From an optimization exercise on the open Yosys and OpenROAD flow, aimed at small area, a short achievable clock period and few clock cycles; shortcuts taken in it are not production practice.
Function was not checked in any run shown here: the RTL went through the layout flow alone.
Power figures rest on the tool's default switching activity, not on a simulated workload.

File: flow/run.sh
#!/bin/bash
# synth_recipe.tcl (not shown) runs the flow's synth.tcl, then flattens the netlist and writes it again
# the make line also repeats each setting of config.mk as NAME=value (left out here)
make -C /OpenROAD-flow-scripts/flow DESIGN_CONFIG=/design/flow/config.mk WORK_HOME=/design/flow/orfs CLKGATE_MAP_FILE= SYNTH_SCRIPT=/design/flow/synth_recipe.tcl finish
File: flow/config.mk
export PLATFORM = sky130hd
export DESIGN_NAME = Translate
export DESIGN_NICKNAME = Translate
export VERILOG_FILES = /design/flow/design.v
export SDC_FILE = /design/flow/constraint.sdc
export NUM_CORES = 4
export LEC_CHECK = 0
export CAP_MARGIN = 20
export CORE_MARGIN = 2
export CORE_UTILIZATION = 40
export SLEW_MARGIN = 20
File: flow/constraint.sdc
create_clock -name core_clock -period 6.0 [get_ports {CLK}]
set_input_delay 1.2000 -clock core_clock [delete_from_list [all_inputs] [get_ports {CLK}]]
set_output_delay 1.2000 -clock core_clock [all_outputs]
set_load 0.01 [all_outputs]
File: flow/design.v
`timescale 1ns / 1ps
module Translate (
    input             CLK,
    input             RSTn,        
    output     [15:0] MADDR,       
    output            M_W,         
    output     [15:0] MDATAOUT,    
    input      [15:0] MDATAIN,     
    output            HALTED
);
    localparam [3:0] OP_LW = 4'b0001, OP_SW = 4'b0011, OP_AND = 4'b0101,
                     OP_OR = 4'b0110, OP_ADD = 4'b0111, OP_SUB = 4'b1000,
                     OP_SLT = 4'b1001, OP_BEQ = 4'b1010, OP_J = 4'b1011,
                     OP_ADDI = 4'b1100;
    function is_halt_op(input [3:0] o);
        is_halt_op = (o == 4'b0000) || (o == 4'b0010) || (o == 4'b0100) ||
                     (o == 4'b1101) || (o == 4'b1110) || (o == 4'b1111);
    endfunction
    reg  [255:0] RF;       
    reg  [15:0] MA;        
    reg         MF;        
    reg         MWR;       
    reg  [15:0] P;         
    reg         AV;        
    reg  [15:0] IR;
    reg         IV;
    reg  [15:0] IPC1;      
    reg  [3:0]  RB;        
    reg  [15:0] EI;
    reg         EV;
    reg  [15:0] OA, OB;    
    reg         PA, PB;    
    reg  [15:0] BTE;       
    reg         LWP;       
    reg  [3:0]  LWD;       
    reg         H;         
    wire [3:0] eop = EI[15:12];
    wire [3:0] ewa = EI[11:8];
    wire [7:0] eim = EI[7:0];
    wire e_lw   = (eop == OP_LW);
    wire e_sw   = (eop == OP_SW);
    wire e_sub  = (eop == OP_SUB);
    wire e_slt  = (eop == OP_SLT);
    wire e_add  = (eop == OP_ADD);
    wire e_beq  = (eop == OP_BEQ);
    wire e_halt = is_halt_op(eop);
    wire e_wr   = (eop == OP_AND) | (eop == OP_OR) | e_add | e_sub | e_slt | (eop == OP_ADDI);
    wire ex = EV & ~LWP & ~H;
    wire        inv = e_sub | e_slt;
    wire [15:0] Bx  = inv ? ~OB : OB;
    wire [16:0] S   = {1'b0, OA} + {1'b0, Bx} + {16'b0, inv};
    wire        ovf = (OA[15] == Bx[15]) & (S[15] != OA[15]);
    reg [15:0] res;
    always @(*) begin
        case (eop)
        OP_AND:  res = OA & OB;
        OP_OR:   res = OA | OB;
        OP_SLT:  res = {15'b0, ~S[16]};
        OP_ADDI: res = {8'b0, eim};
        default: res = S[15:0];
        endcase
    end
    wire we    = ex & e_wr;
    wire ovw   = ex & (e_add | e_sub);
    wire taken = ex & e_beq & (OA == OB);
    wire [8:0] eim1 = {1'b0, eim} + 9'd1;
    wire hitR  = IV & (IPC1 == {7'b0, eim1});
    wire hitA  = AV & (P == {7'b0, eim1});
    wire hit   = ex & e_sw & (hitR | hitA);
    wire [3:0] rop = IR[15:12];
    wire [3:0] ra  = IR[7:4];
    wire r_j  = (rop == OP_J);
    wire r_sw = (rop == OP_SW);
    wire radv = ~LWP;                         
    wire rsq  = taken | (hit & hitR);         
    wire rfold = IV & r_j & radv & ~rsq;
    wire [15:0] rfa = RF[{ra, 4'b0} +: 16];
    wire [15:0] rfb = RF[{RB, 4'b0} +: 16];
    wire [15:0] ovword = {15'b0, ovf};
    wire [15:0] fa = (we & (ewa == ra)) ? res : (ovw & (ra == 4'd7)) ? ovword : rfa;
    wire [15:0] fb = (we & (ewa == RB)) ? res : (ovw & (RB == 4'd7)) ? ovword : rfb;
    wire [3:0] aop = MDATAIN[15:12];
    wire asq   = taken | hit | rfold;
    wire afold = AV & (aop == OP_J) & ~(IV & r_sw) & ~asq;
    wire acap  = AV & ~asq & ~afold;
    wire ev_n   = radv ? (IV & ~rsq & ~r_j) : EV;
    wire [15:0] ni = radv ? IR : EI;
    wire lwp_n  = ex & e_lw;
    wire h_n    = H | (ex & e_halt);
    wire nex    = ev_n & ~lwp_n & ~h_n;
    wire nlw    = nex & (ni[15:12] == OP_LW);
    wire nsw    = nex & (ni[15:12] == OP_SW);
    wire dnext  = nlw | nsw;
    wire [15:0] seq  = MF ? MA + 16'd1 : P;
    wire [15:0] cand = taken ? BTE :
                       hit   ? {8'b0, eim} :
                       rfold ? {8'b0, IR[11:4]} :
                       afold ? {8'b0, MDATAIN[11:4]} : seq;
    assign MADDR    = MA;
    assign M_W      = MWR;
    assign MDATAOUT = OB;
    assign HALTED   = H | (EV & ~LWP & e_halt);
    wire [15:0] wd = LWP ? MDATAIN : res;
    integer k;
    always @(posedge CLK) begin
        for (k = 0; k < 16; k = k + 1) begin
            if (LWP ? (LWD == k) : (we & (ewa == k)))
                RF[16*k +: 16] <= wd;
            else if (k == 7 && ovw)
                RF[16*k +: 16] <= ovword;
        end
    end
    wire [4:0] zm1 = {1'b0, IR[3:0]} - 5'd1;
    always @(posedge CLK) begin
        LWD <= ewa;
        if (acap) begin
            IR   <= MDATAIN;
            IPC1 <= P;
            RB   <= (aop == OP_SW || aop == OP_BEQ) ? MDATAIN[11:8] : MDATAIN[3:0];
        end
        if (radv) begin
            EI  <= IR;
            OA  <= fa;
            OB  <= fb;
            PA  <= ex & e_lw & (ewa == ra);
            PB  <= ex & e_lw & (ewa == RB);
            BTE <= IPC1 + {{11{zm1[4]}}, zm1};
        end else begin
            if (PA) OA <= MDATAIN;
            if (PB) OB <= MDATAIN;
        end
        MA <= dnext ? {8'b0, ni[7:0]} : cand;
        P  <= dnext ? cand : seq;
        if (!RSTn) begin
            MA  <= 16'd0;
            MF  <= 1'b1;
            MWR <= 1'b0;
            AV  <= 1'b0;
            IV  <= 1'b0;
            EV  <= 1'b0;
            LWP <= 1'b0;
            H   <= 1'b0;
        end else begin
            MF  <= ~dnext;
            MWR <= nsw;
            AV  <= MF & ~asq & ~afold;
            IV  <= acap | (IV & ~radv & ~rsq);
            EV  <= ev_n;
            LWP <= lwp_n;
            H   <= h_n;
        end
    end
endmodule
==> results of run 1 <==
[metrics by stage]
| step | cells | utilization, % |
|---|---|---|
| floorplan | 1508 | - |
| global placement | 2203 | 43.18 |
| detailed placement | 2203 | 43.19 |
| CTS | 2279 | 45.72 |
| global route | 2279 | 45.73 |
| finish | 2279 | 45.73 |
[layout make-up]
class / instances / share of cell area [%]
Sequential cell: 401 / 47.83
Multi-Input combinational cell: 949 / 38.54
Clock buffer: 57 / 4.650
Tap cell: 688 / 3.582
Timing Repair Buffer: 87 / 3.301
Inverter: 78 / 1.218
Clock inverter: 19 / 0.8852
[critical path, cell delays in order (launching register included)]
cell and delay (ns):
sky130_fd_sc_hd__dfxtp_1 0.39, sky130_fd_sc_hd__nand2b_1 0.28, sky130_fd_sc_hd__nor2_1 0.50, sky130_fd_sc_hd__buf_4 0.33, sky130_fd_sc_hd__xnor2_1 0.14, sky130_fd_sc_hd__ha_1 0.28, sky130_fd_sc_hd__o21ai_0 0.25, sky130_fd_sc_hd__nor2_1 0.11
sky130_fd_sc_hd__o311ai_0 0.47, sky130_fd_sc_hd__nand3_1 0.20, sky130_fd_sc_hd__and3_1 0.23, sky130_fd_sc_hd__nor3_1 0.18, sky130_fd_sc_hd__a211oi_1 0.11, sky130_fd_sc_hd__a21oi_1 0.92
[cell usage after synthesis, drive strengths merged, types with 12 or more instances]
library cell  count
nor2             94
nand3            38
o22ai            19
a21oi            65
o21ai            44
buf              28
xor2             26
clkbuf           52
and3             14
nand2            76
nor2b            21
dfxtp            55
a22oi            21
nand2b           13
edfxtp          346
ha               65
inv              77
mux4            160
nor4             12
a211oi           16
nand4            12
nor3             28
xnor2            52
o221ai           20
mux2             20
[how the worst min path moves through the flow]
stage               cells after the start  endpoint  startpoint  slack [ns]
finish                                  0  IPC1[11]       P[11]        0.46
global route                            0    EI[11]      IR[11]        0.48
CTS                                     0  IPC1[11]       P[11]        0.46
detailed placement                      0    EI[11]      IR[11]        0.46
global placement                        0    EI[11]      IR[11]        0.45
floorplan                               0    EI[10]      IR[10]        0.43
[state kept, by name (all words and copies together) (netlist names), 4 cells and up]
register and count:
RB 4, IPC1 16, P 16, BTE 16, MA 16, EI 16
OA 16, LWD 4, IR 16, RF 256, OB 16
[metal layers]
layer,up-vias,wire length [um]
li1,6096,-
met2,614,28160
met4,0,1783
met3,101,4735
met1,7154,24530
met5,-,0
[kinds of logic after synthesis]
kind of cell / count (synthesis)
adder cells (fa/ha/maj): 67
AO/OA/AOI/OAI: 263
XOR/XNOR: 79
AND/OR/NAND/NOR: 357
flip-flops: 401
multiplexers: 183
buffers and inverters: 158
[where the power goes]
group / internal, uW / switching [uW]
Sequential: 3400 / 129
Clock: 1450 / 1120
Combinational: 569 / 920
==> results.txt, run 1 <==
Logic synthesis:
- The synthesized netlist occupies a cell area of 21230 um^2.
- Summing the areas of all compound-gate instances in the mapped netlist gives under 10% of the synthesized area.
- The total of flip-flops plus latches after synthesis is about 400.
- Yosys mapped a number of flops with a built-in enable equal to between 300 and 400.
- Of the total synthesized cell area, the portion taken by full adders, half adders and majority gates is 4.019%.
- The top cell type by total area after synthesis is sky130_fd_sc_hd__edfxtp_1.
- The portion of synthesized cell area occupied by the leading cell type is between 40% and 50%.
- For this run, the register share of the synthesized area comes to a little over half.
- A synthesized cell averages 14.08 um^2.
- After synthesis, the largest family of logic cells by area is multiplexers.
- The share of synthesized area spent on multiplexers is between 10% and 20%.
- The number of nets produced by synthesis is 1593.
- Yosys attributes the largest share of cell area to sky130_fd_sc_hd__edfxtp_1 49%, sky130_fd_sc_hd__mux4_2 17%, sky130_fd_sc_hd__dfxtp_1 5.2%, sky130_fd_sc_hd__ha_1 3.8%, sky130_fd_sc_hd__xnor2_1 2.1%.
- Counting every instance in the synthesized netlist gives between 1500 and 2000.
- The async set-reset flop share out of synthesis is 0%.
- The synthesized netlist devotes roughly 3.3% of its cell area to XOR and XNOR gates.
- The synthesized netlist contains 78 unique library cells.
- For this run, the number of Yosys warnings is 1.
- Summing the areas of all and, or, nand and nor instances in the mapped netlist gives between 8 and 9% of the synthesized area.
- The prevailing post-synth register cell is sky130_fd_sc_hd__edfxtp_1.

Routing:
- The length of the first detailed-routing pass in iterations is 5.
- After the first detailed-routing iteration, the DRC count stood at 1499.
- The vias after detailed routing is 13970.
- The detailed-route wire length per cell is 25.98 um.
- The detail route stage leaves a number of antenna-violating nets equal to 0.
- For this run, design rule violations remaining after detail routing come to 0.
- For this block, the routed nets add up to just under 60000 um of wire.
- The via count normalized by instance count is just over 6.

GRT:
- The number of antenna violations at the first check in global routing is 0.
- The met2 track utilization from global routing is between 30% and 40%.
- Entering global routing, the biggest net connects 65 pins.
- The number of global-route vias before repair is about 14000.
- The routing usage on met1 is around 30%.
- The first global-routing pass estimated a little under 90000 um of wire.
- For met3 alone, demand over resource in global routing was 4.073%.
- The sum of overflow across all layers after global routing is 0.
- Global routing consumed, over all layers together, between 20% and 30% of the routing resources.
- The most utilized layer in the global route result is met2.

CTS:
- Clock-pin slew was measured on the worst setup and hold paths at 0.06 ns.
- The post-CTS repair timing setup buffer count is 0.
- The number of levels the H-tree was split into is 2.
- The longest clock path from root to sink contains 3 buffers.
- The hold-fix buffer count after cts is 0.
- The number of gates resized after CTS was 0.
- The tree is rooted in a sky130_fd_sc_hd__clkbuf_16.
- TritonCTS created 42 clock buffers.
- TritonCTS built the clock tree.
- The clock net in this run drives a total of roughly 400 sinks.
- The clock latency at the later pin of the worst-skew pair is roughly 0.59 ns.

Power:
- The total design power is about 7600 uW.
- The peak supply drop is about 160 uV.
- The cell leakage power is around 0.0083 uW.
- The cell area power density is ~320 nW/um^2.

Placed design:
- The placed instances occupy a cell area of 22690 um^2.
- The HPWL after detailed placement is between 30000 and 40000 um.
- Routability-driven placement finished with a final weighted congestion of 0.8957.
- The number of input and output port buffers inserted is 51.
- The minimum setup slack after placement is ~1.4 ns.

Layout:
- The area of the multi-input gates is 9260 um^2.
- The layout cell share with drive strength beyond 1 is ~20%.
- The finished cells cover between 20000 and 25000 um^2.
- Across the whole layout, storage elements account for 11490 um^2.
- The number of fillers in the final layout is roughly 4500.
- The antenna cell count is 0.
- The area growth from synthesis to layout is 13.18%.
- The library cells used most frequently in the layout, excluding fill and tap cells, are 346 x sky130_fd_sc_hd__edfxtp_1, 160 x sky130_fd_sc_hd__mux4_2, 93 x sky130_fd_sc_hd__nor2_1.
- The number of nets at the end of the flow is 1644.
- The most frequent standard cell in the layout excluding fill and tap cells is sky130_fd_sc_hd__edfxtp_1.

STA:
- The final setup skew is approximately 0.046 ns.
- Final hold analysis gives a worst-case slack of about 0.46 ns.
- Setup repair after global routing left no endpoint under its margin.
- The number of slew-limit violations in the final report is 0.
- In this run the tightest slew margin relative to its limit is 24.24%.
- Setup violations remaining at the end of the flow were counted as 0.
- The final worst setup slack is about 1.2 ns.
- At the pin with the least slew margin, the transition time is 1.136 ns.
- After layout, the worst path uses between 70% and 80% of the clock period.
- The minimum clock period is approximately 4.8 ns.
- The number of hold violations in the final report is 0.
- For the final routed database, the setup TNS stands at 0 ns.
- Based on the critical path, the design can be clocked at up to 210.0 MHz.

Die:
- The floorplan step set the die height to roughly 230 um.
- The full die area is ~55000 um^2.
- The row count is 84.
- The core region area is around 53000 um^2.
- Once the floorplan was initialized, standard cells occupied roughly two fifths of the core.
- The horizontal die dimension is approximately 230 um.
- The I/O pin count is between 50 and 60.

Min path:
- The worst min-delay path category is register to register.

Worst setup path:
- The capturing element of the worst setup path is RF[254].
- In this run the worst path has a maximum fanout of 16.
- The critical path is of the register to register type.
- The worst flop-to-flop path endpoint is RF[254].
- In this run the register-to-register setup slack is 1.24 ns.
- The worst path required time is 6.22 ns.
- The depth of the worst register-to-register path is 13.
- The arrival time of the worst setup path is between 4 and 5 ns.
- The beginning of the critical path is EI[14].
- The startpoint kind of the worst setup timing path is a register.
- STA classifies the critical path endpoint as a register.
- The origin of the critical flop-to-flop path is EI[14].

Flow run:
- The tool flagged a number of max-cap violations equal to 0.

Run status:
- The run finished with no timing, DRC or antenna violations.
==> run 2, diff against run 1 <==
--- a/flow/config.mk
+++ b/flow/config.mk
@@ -10,2 +10,3 @@
 export CORE_UTILIZATION = 40
+export SETUP_SLACK_MARGIN = 3.0
 export SLEW_MARGIN = 20
==> run 2 against run 1 <==
Compared with the run above: clock skew down 0.023 ns; sequential share of layout area down 4.9 points; total power up 12%; routed wire length up 10%; count of clock-buffer cells in the layout unchanged; combinational power is 63% higher; non-clock buffer count increased by 129; critical endpoint is now RF[112]; largest power group unchanged.
==> results.txt, run 2 <==
Run status:
- The run finished with no timing, DRC or antenna violations.

Die:
- The horizontal die dimension is between 200 and 250 um.
- The core region is between 50000 and 60000 um^2.
- Measured along the y axis, the die boundary spans about 230 um.
- The row count is 84.
- The starting utilization of the core area is ~40%.
- During I/O placement, the number of pins put on the boundary was 52.
- The die covers 54930 um^2.

Logic synthesis:
- Multiplexer cells account for approximately 18% of the synthesized area.
- The dominant combinational cell family by area after synthesis is multiplexers.
- The number of warning messages in the yosys log is 1.
- By area the synthesized netlist is led by sky130_fd_sc_hd__edfxtp_1 49%, sky130_fd_sc_hd__mux4_2 17%, sky130_fd_sc_hd__dfxtp_1 5.2%, sky130_fd_sc_hd__ha_1 3.8%, sky130_fd_sc_hd__xnor2_1 2.1%.
- The post-synthesis simple-gate area fraction is under 10%.
- sky130_fd_sc_hd__edfxtp_1 is the most common cell in the netlist.
- In this run, distinct cell masters in the synthesized netlist total 78.
- The number of flops mapped to enable cells by yosys is 346.
- The portion of synthesized cell area occupied by the leading cell type is around half.
- A synthesized cell averages ~14 um^2.
- Counting instances in the post-synthesis netlist gives the leading cell types as 346 x sky130_fd_sc_hd__edfxtp_1, 160 x sky130_fd_sc_hd__mux4_2, 94 x sky130_fd_sc_hd__nor2_1.
- Sequential elements use between 50% and 60% of the synthesized area.
- The total of flip-flops plus latches after synthesis is 401.
- The cell count after synthesis is 1508.
- The most used flip-flop cell after synthesis is sky130_fd_sc_hd__edfxtp_1.
- Of the total synthesized cell area, the portion taken by full adders, half adders and majority gates is under 10%.
- The post-synth design cell area is ~21000 um^2.
- The number of nets produced by synthesis is 1593.
- Summing the areas of all compound-gate instances in the mapped netlist gives 8.787% of the synthesized area.
- The top cell type by total area after synthesis is sky130_fd_sc_hd__edfxtp_1.
- In the synthesized netlist the async set-or-reset flop fraction comes to 0%.
- The xor/xnor share of the synthesized area is about 3.3%.

GRT:
- Global routing used a little under a quarter of the available tracks.
- The global-route wire length before repair is slightly above 90000 um.
- Entering global routing, the biggest net connects 65 pins.
- The number of global-route vias before repair was approximately 15000.
- The number of antenna violations at the first check in global routing is 0.
- After global routing the overflow that remains totals 0.

Layout:
- The layout cell share with drive strength beyond 1 is between 30% and 40%.
- The post-route standard cell area excluding fillers is 26820 um^2.
- The library cells used most frequently in the layout, excluding fill and tap cells, are 346 x sky130_fd_sc_hd__edfxtp_1, 160 x sky130_fd_sc_hd__mux4_2, 106 x sky130_fd_sc_hd__buf_4.
- The post-synthesis to final-layout area growth is 26.34%.
- The antenna cell count is 0.
- The most frequent standard cell in the layout excluding fill and tap cells is sky130_fd_sc_hd__edfxtp_1.
- The net count of the finished layout is approximately 1800.
- The register with the most flip-flops in the layout has 256 of them.
- The largest register by flop count is RF.

CTS:
- In this run, CTS created clock tree buffers numbering between 40 and 50.
- The maximum clock path buffer count is 3.
- The register clock-pin slew on the reported worst setup and hold paths is around 0.070 ns.
- The count of clock tree sinks is roughly 400.
- The clock latency at the later pin of the worst-skew pair is a little under 0.6 ns.
- The clock tree from TritonCTS is built.
- The hold-fix buffer count after cts is 0.
- The library cell used as clock root buffer is sky130_fd_sc_hd__clkbuf_16.
- The number of levels the H-tree was split into is 2.

Worst setup path:
- Along the worst path, the maximum fanout reaches 4.
- The startpoint kind of the worst setup timing path is a register.
- The maximum single-stage delay on the critical path is 0.54 ns.
- STA classifies the critical path endpoint as a register.
- The signal on the critical path passes through buf_4 -> buf_6 -> or4b_4 -> o21ai_4 -> fa_2 -> a211oi_4 -> buf_4 -> nor2_4 -> o311ai_4 -> nand3_2 -> and3_4 -> buf_4 -> o21ai_4 -> a21boi_4 -> a21oi_4 -> mux2_4.
- The cell repeated most along the worst path is sky130_fd_sc_hd__buf_4.
- By startpoint and endpoint, the worst setup path is classified as register to register.
- The worst path required time is between 6 and 7 ns.
- The arrival time of the worst setup path is around 3.7 ns.
- The highest-delay cell along the critical path is sky130_fd_sc_hd__or4b_4.

Routing:
- The remaining design rule violation count is 0.
- The detail route stage leaves a number of antenna-violating nets equal to 0.
- The detailed router finished its first iteration with between 1500 and 2000 violations.
- After detailed routing, the average wire length per cell comes to about 27 um.
- The length of the first detailed-routing pass in iterations is 7.
- The via count normalized by instance count is slightly above 6.
- After detailed routing, the total wire length is 65260 um.
- The routed layout has roughly 15000 vias.

STA:
- Setup repair after global routing could not meet its margin everywhere.
- The final number of setup-violating endpoints is 0.
- At the pin with the least slew margin, the transition time is between 1 and 1.5 ns.
- The total negative slack is 0 ns.
- In this run the tightest slew margin relative to its limit is between 20% and 30%.
- The final setup skew is ~0.023 ns.
- The number of slew-limit violations in the final report was 0.
- In the finished design, the share of the clock period the worst path needs comes to between 50% and 60%.
- The achievable frequency is 301.2 MHz.
- The minimum clock period is ~3.3 ns.
- The number of hold violations in the final report is 0.

Power:
- Across the VDD grid, the largest voltage drop is 190.9 uV.
- Overall power consumption after layout is estimated at between 8000 and 9000 uW.
- The cell area power density is 318.1 nW/um^2.
- In this run the static leakage power is roughly 0.0093 uW.

Min path:
- The tightest min-delay check is of the register to register type.

Placed design:
- The wire-length estimate of the detail-placed layout is 40400 um.
- The weighted congestion reported at the end of routability-driven placement is between 0.9 and 1.
- In this run the cell area measured after placement is about 23000 um^2.
- Port buffering added ~50 buffers.

Flow run:
- The count of max-cap constraint violations is 0.
==> run 2: cell counts after synthesis <==
No cell type changed its count.
==> run 2: worst paths after layout <==
path         startpoint      end  slack (ns)  depth (start not counted)
max              EI[14]  RF[112]        2.68                         16
min              IR[10]   EI[10]        0.46                          0
max reg2reg      EI[14]  RF[112]        2.68                         16
min reg2reg      IR[10]   EI[10]        0.46                          0
==> run 2: repair_timing <==
| item | CTS | global route |
|---|---|---|
| pin swaps | 74 | 62 |
| buffers inserted | 85 | 51 |
| endpoints found under the setup margin | 424 | 380 |
| cloned | 6 | 4 |
| resized for setup | 161 | 121 |
==> run 2: worst max-delay path: cells and delay by family (launching register included) <==
| kind | cells | cell delay (ns) |
|---|---|---|
| AO/OA/AOI/OAI | 6 | 0.68 |
| multiplexers | 1 | 0.29 |
| buffers and inverters | 4 | 0.52 |
| flip-flops | 1 | 0.35 |
| adder cells (fa/ha/maj) | 1 | 0.26 |
| AND/OR/NAND/NOR | 4 | 0.99 |
==> run 2: cell type report <==
cell class	count	area [um^2]
Clock buffer	57	1142
Clock inverter	20	188.9
Fill cell	4306	25730
Inverter	78	305.3
Multi-Input combinational cell	954	10540
Sequential cell	401	11520
Tap cell	688	860.8
Timing Repair Buffer	216	2255
Timing Repair inverter	1	7.507
==> run 2: cells by family after synthesis <==
group,count (synthesis)
buf+inv,158
mux,183
xor+xnor,79
compound gates,263
simple gates,357
fa+ha+maj,67
flops,401
==> run 2: per-layer routing <==
| metal | vias to the layer above | wire [um] | global-route usage (%) |
|---|---|---|---|
| met5 | - | 0 | 0 |
| met1 | 7631 | 26270 | 31.15 |
| met4 | 0 | 2368 | 9.336 |
| li1 | 6378 | - | - |
| met3 | 135 | 6142 | 5.812 |
| met2 | 732 | 30480 | 36.24 |
==> run 2: metrics by stage <==
stage,std cells,utilization (%),hold slack (ns),worst slack (ns)
3_3_place_gp,2192,43.33,0.4617,1.988
3_5_place_dp,2192,43.33,0.4478,1.917
2_1_floorplan,1508,-,0.4280,2.651
5_1_grt,2415,51.04,0.4787,2.597
6_report,2415,51.04,0.4601,2.679
4_1_cts,2360,48.70,0.4582,2.784
==> run 2: power breakdown <==
group	switching (uW)	leakage, uW	internal (uW)	total, uW
Clock	1130	0.000648	1440	2570
Sequential	134	0.00369	3400	3530
Combinational	1270	0.00500	1160	2430

## what the ideal ports hide
No port has a modelled driver above. Below, the same layouts with a new extraction and two added sets of constraints.
Step 1 sets driving cells, clkbuf_16 on the clock port and buf_2 on the other inputs (assumed; they add their load-dependent delay and slew).
Step 2 adds t to the input delays and takes it off the output delays; t is the mean of the earliest and latest rising clock arrival at the registers after step 1. Input paths then give back, and output paths get back, about the clock's delay inside the block.
a / b / c = ideal / step 1 / step 2; a / b = the first two.
run | shift t [ns] | slack for setup (ns) | hold slack, ns | latest minus earliest clock arrival (ns) | worst register clock-pin slew, ns
run 1 | 0.629 | 1.238 / 1.238 / 1.238 | 0.457 / 0.457 / 0.457 | 0.050 / 0.051 | 0.07 / 0.07
run 2 | 0.632 | 2.679 / 2.679 / 2.438 | 0.460 / 0.460 / 0.460 | 0.025 / 0.026 | 0.07 / 0.07
After both steps setup and hold are still met in every run listed. The setup slack of run 2, which loses most, moves by 0.000 ns with the drivers and by -0.241 ns with both steps.
